From an optimization exercise on the open Yosys and OpenROAD flow, aimed at small area, a short achievable clock period and few clock cycles; shortcuts taken in it are not production practice.
The RTL was checked by simulation tests, not by an equivalence proof against the original design.
No activity file was given, so power comes from the tool's default toggle rates.

Setup of the previous run:
==> flow/design.v (excerpt) <==
module Conv(
  clk,
  rst_n,
  image_valid,
  filter_valid,
  in_data,
  out_valid,
  out_data
);
For scale: roughly 180 flip-flops, about 8400 µm² of cells after synthesis.
make LEC_CHECK=0 CAP_MARGIN=20 CORE_MARGIN=2 CORE_UTILIZATION=70 CTS_BUF_LIST=sky130_fd_sc_hd__clkbuf_8 CTS_CLUSTER_DIAMETER=100 CTS_CLUSTER_SIZE=40 SETUP_SLACK_MARGIN=3.5 SLEW_MARGIN=20 finish   # period 6.0 ns
run.sh (not shown) runs the stock make flow with config.mk's settings and CLKGATE_MAP_FILE= SYNTH_SCRIPT=/design/flow/synth_recipe.tcl, a recipe that flattens the netlist after the stock synthesis.
The previous run completed end to end with timing, DRC and antenna clean.
Testbench counts of the previous run, summed over its fixed seeds: cycles 9,600.
> inputs changed (the previous run -> the current run)
--- a/flow/design.v
+++ b/flow/design.v
@@ -322,19 +322,19 @@
   end
   if (image_valid) begin
     q[0] <= in_data;
     for (int k = 1; k < 16; k++) q[k] <= q[k-1];
     U1_s <= u1_a;
     U1_c <= u1_b;
     U2_s <= u2_a;
     U2_c <= u2_b;
+    S_s <= s_a;
+    S_c <= s_b;
   end
-  S_s <= s_a;
-  S_c <= s_b;
   Z <= m3(f[8], in_data);
   C <= csum;
   codd  <= ~cc[0];
   first <= ~rodd & cc[0];
   last  <= rodd & ~cc[0];
 end
 logic [8:0] mx;
 wire gt = C > M0;
Results
- The current run reached the end of the flow, and the finished layout is clean on the timing, design-rule and antenna checks.
- Diff the previous run..the current run | final setup slack of the worst path | negligible
- Going from the previous run to the current run, clock period minus final worst setup slack was more or less identical; total placed cells including tap cells went up by 6; met2 routing resource usage after global routing went up by 0.36 points; maximum frequency was more or less identical.
- The lower proportion of power drawn by flip-flops and latches of the previous run and the current run is in the previous run.
- Side by side, cell area turned out higher in the current run than in the previous run.
- Diff the current run..the previous run | total design power | negligible
Testbench counts of the current run, summed over its fixed seeds: cycles 9,600.

--- another note on this design; it stands on its own ---

==> flow/design.v (excerpt) <==
module Conv(
  clk,
  rst_n,
  image_valid,
  filter_valid,
  in_data,
  out_valid,
  out_data
);
Size: ~820 cells after synthesis, roughly 180 flip-flops.
==> flow/config.mk <==
export PLATFORM = sky130hd
export DESIGN_NAME = Conv
export DESIGN_NICKNAME = Conv
export VERILOG_FILES = /design/flow/design.v
export SDC_FILE = /design/flow/constraint.sdc
export NUM_CORES = 4
export LEC_CHECK = 0
export ABC_AREA = 1
export CAP_MARGIN = 20
export CORE_MARGIN = 2
export CORE_UTILIZATION = 75
export CTS_BUF_LIST = sky130_fd_sc_hd__clkbuf_4 sky130_fd_sc_hd__clkbuf_8
export CTS_CLUSTER_DIAMETER = 50
export CTS_CLUSTER_SIZE = 20
export SETUP_SLACK_MARGIN = 3.5
export SLEW_MARGIN = 20
==> flow/constraint.sdc <==
create_clock -name core_clock -period 6.0 [get_ports {clk}]
set_input_delay 1.2000 -clock core_clock [delete_from_list [all_inputs] [get_ports {clk}]]
set_output_delay 1.2000 -clock core_clock [all_outputs]
set_load 0.01 [all_outputs]
run.sh (not shown) runs the stock make flow with config.mk's settings and CLKGATE_MAP_FILE= SYNTH_SCRIPT=/design/flow/synth_recipe.tcl, a recipe that flattens the netlist after the stock synthesis.
The baseline finished clean.
Testbench counts at the start, summed over its fixed seeds: cycles 9,600.
Next try:
Settings changed: CORE_UTILIZATION 75 to 70, SETUP_SLACK_MARGIN 3.5 to 3.6.
Effect: Sequential power is about the same; wire length shrinks by 3.4%; die area grows by 6.9%; total power grows by 5.3%; worst setup slack degrades by 0.0099 ns; synthesized cell count is unchanged; final cell count grows by 3.3%; non-clock buffer count grows by 8; clock-buffer cell count shrinks by 4.
Next try:
Settings changed: ABC_AREA 1 to default, CORE_UTILIZATION 70 to 75, SETUP_SLACK_MARGIN 3.6 to 3.5.
The changed run ran to the end with no violations.
Cell count came out lower by 17%.
First-iteration DRC count decreases by 38%.
Routed wire length fell by 8.1%.
Synthesized area shrinks by 2.3%.
Design area drops by 3.7%.
Total power decreases by 6.8%.
Worst setup slack got worse by 0.036 ns.
Hold slack is about the same.
Non-clock buffer count went down by 1.

-- what the ideal ports hide --
No port has a modelled driver above. Below, the same layouts with a new extraction and two added sets of constraints.
Step 1: set_driving_cell puts a clkbuf_16 on clk and a buf_2 on each other input, an assumption about the parent block.
Step 2 times the ports against the registers' clock, not the clock port: input delays grow and output delays shrink by t, the midpoint of the rising clock arrivals with the driver on.
Slacks: ideal ports / drivers / drivers and shift; pairs: ideal ports / drivers.
run | t, ns | setup slack, ns | hold slack, ns | slew at the worst register clock pin (ns) | worst data-port slew with drivers (ns)
the previous run | 0.486 | 3.588 / 3.567 / 3.137 | 0.355 / 0.355 / 0.355 | 0.09 / 0.09 | 0.03
the current run | 0.512 | 3.586 / 3.558 / 3.183 | 0.368 / 0.368 / 0.368 | 0.09 / 0.09 | 0.03
the first run of note 2 | 0.493 | 3.609 / 3.576 / 3.134 | 0.367 / 0.367 / 0.367 | 0.10 / 0.10 | 0.03
the second run of note 2 | 0.485 | 3.599 / 3.563 / 3.245 | 0.367 / 0.367 / 0.367 | 0.09 / 0.09 | 0.04
the third run of note 2 | 0.484 | 3.563 / 3.563 / 3.238 | 0.368 / 0.368 / 0.368 | 0.09 / 0.09 | 0.04
After both steps setup and hold are still met in every run listed. The setup slack of the first run of note 2, which loses most, moves by -0.033 ns with the drivers and by -0.475 ns with both steps.
